This is an optimization exercise on Yosys and OpenROAD, whose aim is small area, not a production implementation. The RTL was checked by simulation tests, not by an equivalence proof against the original design. No driver is modelled on the clock port, so clocking that relies on it looks cheaper here than on a real chip.

== JK ==
Design FSM_Fan, start of the top module:
module FSM_Fan(
    input i_clk,
    input i_reset,
    input [3:0] i_button,
    output o_motor,
    output [3:0] o_light,
    output [3:0] o_FND_Digit,
    output [7:0] o_FND_Font
    );
==> flow/config.mk <==
export PLATFORM = sky130hd
export DESIGN_NAME = FSM_Fan
export DESIGN_NICKNAME = FSM_Fan
export VERILOG_FILES = /design/flow/design.v
export SDC_FILE = /design/flow/constraint.sdc
export NUM_CORES = 4
export LEC_CHECK = 0
export CAP_MARGIN = 0
export CORE_MARGIN = 2
export CORE_UTILIZATION = 80
export SLEW_MARGIN = 0
==> flow/constraint.sdc <==
create_clock -name core_clock -period 10.0 [get_ports {i_clk}]
set_input_delay 2.0000 -clock core_clock [delete_from_list [all_inputs] [get_ports {i_clk}]]
set_output_delay 2.0000 -clock core_clock [all_outputs]
set_load 0.01 [all_outputs]
standard.sh (not shown) runs the stock make flow with config.mk's settings and CLKGATE_MAP_FILE= SYNTH_SCRIPT=/design/flow/synth_recipe.tcl, a recipe that flattens the netlist after the stock synthesis.
==> flow/flow/run.sh <==
#!/bin/bash
# The standard layout (standard.sh), with changes made through ORFS's own
# variables and hooks: the port buffers are sky130_fd_sc_hd__buf_1; clock
# tree synthesis inserts no dummy loads and builds the tree from clkbuf_4;
# after it, post_cts.tcl upsizes to clkbuf_8 the clock buffers whose
# estimated clock-pin slew is over LEAF_SLEW_PS, and swaps lightly loaded
# logic cells to their drive-strength-1 variants when those are smaller.
set -euo pipefail
export BUFFER_PORTS_ARGS="-buffer_cell sky130_fd_sc_hd__buf_1"
export CTS_ARGS="-sink_clustering_enable -repair_clock_nets -dont_use_dummy_load -buf_list sky130_fd_sc_hd__clkbuf_4 -sink_clustering_size 10 -sink_clustering_max_diameter 30"
export POST_CTS_TCL="$(pwd)/flow/post_cts.tcl"
export LEAF_SLEW_PS=115
bash standard.sh > standard.log 2>&1
Other scripts of this flow, unchanged in this note and not shown: flow/flow/post_cts.tcl
--- input diff JK..MS ---
Settings: CORE_UTILIZATION: 80 -> 90; PLACE_DENSITY: unset -> 0.9.
--- a/flow/flow/run.sh
+++ b/flow/flow/run.sh
@@ -9,3 +9,3 @@
 export BUFFER_PORTS_ARGS="-buffer_cell sky130_fd_sc_hd__buf_1"
-export CTS_ARGS="-sink_clustering_enable -repair_clock_nets -dont_use_dummy_load -buf_list sky130_fd_sc_hd__clkbuf_4 -sink_clustering_size 10 -sink_clustering_max_diameter 30"
+export CTS_ARGS="-sink_clustering_enable -repair_clock_nets -dont_use_dummy_load -buf_list sky130_fd_sc_hd__clkbuf_4"
 export POST_CTS_TCL="$(pwd)/flow/post_cts.tcl"
==> comparison <==
- MS did not finish; a tool error ended it in global placement without I/O.
- Relative to JK, die height has decreased by 4.3 µm in MS.
- On number of storage elements in the synthesis netlist, MS and JK are neck and neck.
- Measured against each other, MS and JK differ in initial standard-cell utilization of the core, the lower figure coming from JK.
- JK -> MS: gate count of the mapped netlist delta 0, exact match
- Looking at die width, MS sits 4.3 µm below JK.
diff inputs: MS => AL
Settings: CORE_UTILIZATION changed from 90 to 80; PLACE_DENSITY removed (was 0.9).
--- a/flow/flow/run.sh
+++ b/flow/flow/run.sh
@@ -9,3 +9,3 @@
 export BUFFER_PORTS_ARGS="-buffer_cell sky130_fd_sc_hd__buf_1"
-export CTS_ARGS="-sink_clustering_enable -repair_clock_nets -dont_use_dummy_load -buf_list sky130_fd_sc_hd__clkbuf_4"
+export CTS_ARGS="-sink_clustering_enable -repair_clock_nets -dont_use_dummy_load -buf_list sky130_fd_sc_hd__clkbuf_4 -sink_clustering_size 12 -sink_clustering_max_diameter 40 -sink_clustering_buffer sky130_fd_sc_hd__clkbuf_4"
 export POST_CTS_TCL="$(pwd)/flow/post_cts.tcl"
Findings:
- Among MS and AL, a clean, completed layout was produced by AL alone.
- AL against MS: synthesized cell count neither gained nor lost much; die width picked up an extra 4.3 µm.
- Fraction of the mapped netlist area in adder cells essentially unchanged between AL and MS.
- Fraction of the yosys area taken by sequential cells: MS vs AL identical
- From AL to MS, number of distinct library cell variants in the gate-level netlist after synthesis did not move at all.
- From MS to AL, flip-flop and latch count after synthesis did not move at all.
- Taking MS as the reference, in AL die boundary height grew by about 6%; number of rows in the core area rose 2.

==> what the ideal ports hide <==
No port has a modelled driver above. Below, the same layouts with a new extraction and two added sets of constraints. Step 1: set_driving_cell puts a clkbuf_16 on i_clk and a buf_2 on each other input, an assumption about the parent block. Step 2 also shifts input and output timing later by t, the mid clock arrival at the registers, as if the neighbouring blocks saw the same clock. Three values: no drivers, after step 1, after step 2; two values: the first two.
| run | shift t [ns] | setup slack, ns | worst setup path at the end | slew at the worst register clock pin (ns) | cell pins on the clock port's net |
|---|---|---|---|---|---|
| JK | 0.447 | 4.285 / 4.291 / 3.844 | input to register | 0.11 / 0.11 | 1 |
| AL | 0.447 | 4.285 / 4.291 / 3.844 | input to register | 0.11 / 0.11 | 1 |
After both steps setup and hold are still met in every run listed.
